From an optimization exercise on the open Yosys and OpenROAD flow, aimed at small area and a short achievable clock period; shortcuts taken in it are not production practice. Where RTL was checked, it was by simulation tests only, not by an equivalence proof against the original. Power is estimated from default activity; no workload was simulated.

yarrow:
// simple_debug
module simple_debug(
   input wire [15:0] data_i,
   output wire [15:0] data_o,
   input wire [24:0] addr_i,
   input wire read_i,
   input wire write_i,
   input wire [1:0] cs_i,
   input wire clk_i,
   input wire reset_i,
   input wire irq_i,
   output wire irq_o,
   output wire [4:0] leds_o
);
   reg stage_1, stage_2, stage_3;
   reg [15:0] counter;
   reg [15:0] data_q;
   reg irq;
   reg led;
   wire chip_select = cs_i[0] & cs_i[1];
   wire [25:0] a = {cs_i[0], addr_i};
   wire ram_accessed;
   wire [31:0] wsel, rsel_n;
   SimpleRamDecode DEC(.cs0_i(cs_i[0]), .addr_i(addr_i), .write_i(write_i), .reset_i(reset_i),
                       .inwin_o(ram_accessed), .wsel_o(wsel), .rsel_n_o(rsel_n));
   wire clear_irq = (a == 26'h0);
   wire access = ~stage_2 & stage_3;
   wire [15:0] ram_d;
   SimpleRam RAM0(.clk_i(clk_i),
                  .wsel_i(wsel),
                  .rd_i(~reset_i | (~read_i & ram_accessed)),
                  .clr_i(~reset_i),
                  .rsel_n_i(rsel_n),
                  .data_i(data_i),
                  .data_o(ram_d));
   assign data_o = data_q;
   assign irq_o = irq;
   assign leds_o = {led, irq_i, counter[15], counter[0], 1'b1};
   always @ (posedge clk_i)
   begin
      if (!reset_i)
      begin
         counter <= 0;
         stage_3 <= 0;
         stage_2 <= 0;
         stage_1 <= 0;
         data_q <= 0;
         irq <= 0;
      end
      else
      begin
         if (&counter)
            irq <= 1;
         counter <= counter + 1;
         stage_3 <= stage_2;
         stage_2 <= stage_1;
         stage_1 <= chip_select;
         if (access)
         begin
            if (!read_i)
               data_q <= ram_accessed ? ram_d : (addr_i[15:0] | {15'b0, cs_i[0]});
            if (!write_i && !ram_accessed)
            begin
               if (clear_irq)
                  irq <= data_i[0];
               else
                  led <= data_i[0];
            end
         end
      end
   end
endmodule
Size in the first run: ~1300 cells after synthesis, about 70 I/O pins, roughly 21000 µm² of cells after synthesis.
clock: 3.0 ns
lec_check: 0
cap_margin: 20
core_margin: 2
core_utilization: 40
cts_cluster_diameter: 100
cts_cluster_size: 24
place_density: 0.72
setup_slack_margin: 1.2
slew_margin: 20
synth_hierarchical: 1
standard.sh (not shown) runs the stock make flow with config.mk's settings and CLKGATE_MAP_FILE= SYNTH_SCRIPT=/design/flow/synth_recipe.tcl, a recipe that flattens the netlist after the stock synthesis.
==> flow/flow/run.sh <==
#!/bin/bash
# The standard layout, with the port buffers inserted as buf_2 cells
# instead of the default delay-cell buffers. The whole make output goes to
# standard.log; each ORFS step also writes its own log under orfs/logs.
set -euo pipefail
bash standard.sh "BUFFER_PORTS_ARGS=-buffer_cell sky130_fd_sc_hd__buf_2" finish > standard.log 2>&1
Input-level comparison between garnet and yarrow:
Settings: PLACE_DENSITY now 0.68, was 0.72.
==> results.txt <==
- garnet finished end to end and its layout was clean on timing, DRC and antenna.
- Post-route total power: yarrow vs garnet — no meaningful difference
- garnet ends up with lower final critical-path required period than yarrow does.
- Comparing garnet and yarrow, the higher highest fanout seen on the critical path was measured on yarrow.
- Compared garnet vs yarrow, and met2 routed wirelength is down in garnet.
- garnet: wire length about 3.3% below yarrow
- Taking yarrow as the reference, in garnet utilization after layout roughly the same, non-clock inverter total of the final layout about even, first-iteration DRC count decreased 328, met3 routed wirelength now sits lower.
- Number of global-route vias before repair shrinks slightly when moving from yarrow to garnet.
The following lists how quartz was set up differently from garnet:
Settings: putting GPL_ROUTABILITY_DRIVEN at 0 where nothing was set.
==> results.txt <==
- Reported for quartz and garnet, setup slack turned out identical to the last digit.
- Re first-pass GRT wire length: no difference whatsoever between quartz and garnet.
- Between quartz and garnet, the difference in final-layout clock buffer total is negligible.
- Design area came out exactly the same in quartz and garnet.
- As far as proportion of final cell area spent on non-clock buffers goes, quartz and garnet are indistinguishable; the numbers are identical.
- Diff quartz..garnet | y dimension of the die | unchanged

Another version of the RTL of simple_debug (not shown whole).
For scale: roughly 1300 cells after synthesis, roughly 0.021 mm² of cells after synthesis.
clock: 3.0 ns
lec_check: 0
cap_margin: 20
core_margin: 2
core_utilization: 40
cts_cluster_diameter: 100
cts_cluster_size: 24
place_density: 0.75
setup_slack_margin: 1.2
slew_margin: 20
synth_hierarchical: 1
run.sh (not shown) runs the stock make flow with config.mk's settings and CLKGATE_MAP_FILE= SYNTH_SCRIPT=/design/flow/synth_recipe.tcl, a recipe that flattens the netlist after the stock synthesis.
Stock flow here: none of the scripts above is used.
Change:
--- a/flow/config.mk
+++ b/flow/config.mk
@@ -10 +10 @@
-export CORE_UTILIZATION = 40
+export CORE_UTILIZATION = 55
@@ -13 +13 @@
-export PLACE_DENSITY = 0.75
+export PLACE_DENSITY = 0.8
Worst hold slack loses 0.064 ns.
Setup slack gets worse by 0.082 ns.
Die area came out lower by 27%.
First-iteration DRC count is higher by 29%.
Final area rises by 1.5%.
Routed wire length goes up by 5.9%.
Via count climbs by 5.6%.
Combinational power is higher by 9.0%.
Sequential share of layout area shrinks by 0.99 points.
Fmax drops by 4.2%.

simple_debug, a different RTL version from the one above (not shown whole).
Size: roughly 1,300 cells after synthesis, ~70 I/O pins, ~21,000 sq um of cells after synthesis.
==> flow/config.mk <==
export PLATFORM = sky130hd
export DESIGN_NAME = simple_debug
export DESIGN_NICKNAME = simple_debug
export VERILOG_FILES = /design/flow/design.v
export SDC_FILE = /design/flow/constraint.sdc
export NUM_CORES = 4
export LEC_CHECK = 0
export CAP_MARGIN = 20
export CORE_MARGIN = 2
export CORE_UTILIZATION = 40
export CTS_CLUSTER_DIAMETER = 100
export CTS_CLUSTER_SIZE = 24
export PLACE_DENSITY = 0.68
export SETUP_SLACK_MARGIN = 1.3
export SLEW_MARGIN = 20
export SYNTH_HIERARCHICAL = 1
==> flow/constraint.sdc <==
create_clock -name core_clock -period 3.0 [get_ports {clk_i}]
set_input_delay 0.6000 -clock core_clock [delete_from_list [all_inputs] [get_ports {clk_i}]]
set_output_delay 0.6000 -clock core_clock [all_outputs]
set_load 0.01 [all_outputs]
standard.sh (not shown) runs the stock make flow with config.mk's settings and CLKGATE_MAP_FILE= SYNTH_SCRIPT=/design/flow/synth_recipe.tcl, a recipe that flattens the netlist after the stock synthesis.
==> flow/flow/run.sh <==
#!/bin/bash
# The standard layout, with the port buffers inserted as buf_2 cells
# instead of the default delay-cell buffers, and gate resizing not limited
# to cells of the same footprint. The whole make output goes to
# standard.log; each ORFS step also writes its own log under orfs/logs.
set -euo pipefail
bash standard.sh "BUFFER_PORTS_ARGS=-buffer_cell sky130_fd_sc_hd__buf_2" MATCH_CELL_FOOTPRINT=0 finish > standard.log 2>&1
Change:
Settings changed: SETUP_SLACK_MARGIN 1.3 to 1.2.
Effect:
- clock skew fell by 0.0059 ns
- design area fell by 3.6%
- power fell by 0.33%
- wire length fell by 7.8%
- die area is unchanged
No run of this note included a check of the RTL's function; only the layout flow was run.

==> afterwards: timing with drivers on the ports <==
No port has a modelled driver above. Below, the same layouts with a new extraction and two added sets of constraints. Step 1, drivers: a clkbuf_16 drives clk_i and a buf_2 each remaining input, both assumed. Step 2 moves the port delays by t, midway between the first and last clock arrival at a register: inputs arrive t later, outputs are due t later. That takes back most of the time a late clock gives input paths. Slacks: ideal / step 1 / step 2; pairs: ideal / step 1.
run	shift t [ns]	setup WS [ns]	clock arrival spread, ns	worst data-port slew with drivers (ns)	pins driven straight from the clock port
yarrow	0.643	1.156 / 1.187 / 0.544	0.039 / 0.038	0.06	1
garnet	0.628	1.214 / 1.210 / 0.613	0.020 / 0.020	0.06	1
quartz	0.628	1.214 / 1.210 / 0.613	0.020 / 0.020	0.06	1
the first run of note 2	0.635	1.126 / 1.137 / 0.502	0.017 / 0.018	0.07	1
the second run of note 2	0.634	1.044 / 1.059 / 0.425	0.028 / 0.028	0.06	1
the first run of note 3	0.649	1.065 / 1.047 / 0.397	0.040 / 0.041	0.07	1
the second run of note 3	0.644	1.124 / 1.108 / 0.464	0.033 / 0.032	0.07	1
After both steps every run listed still meets setup and hold. The setup slack of the first run of note 3, which loses most, moves by -0.018 ns with the drivers and by -0.668 ns with both steps.
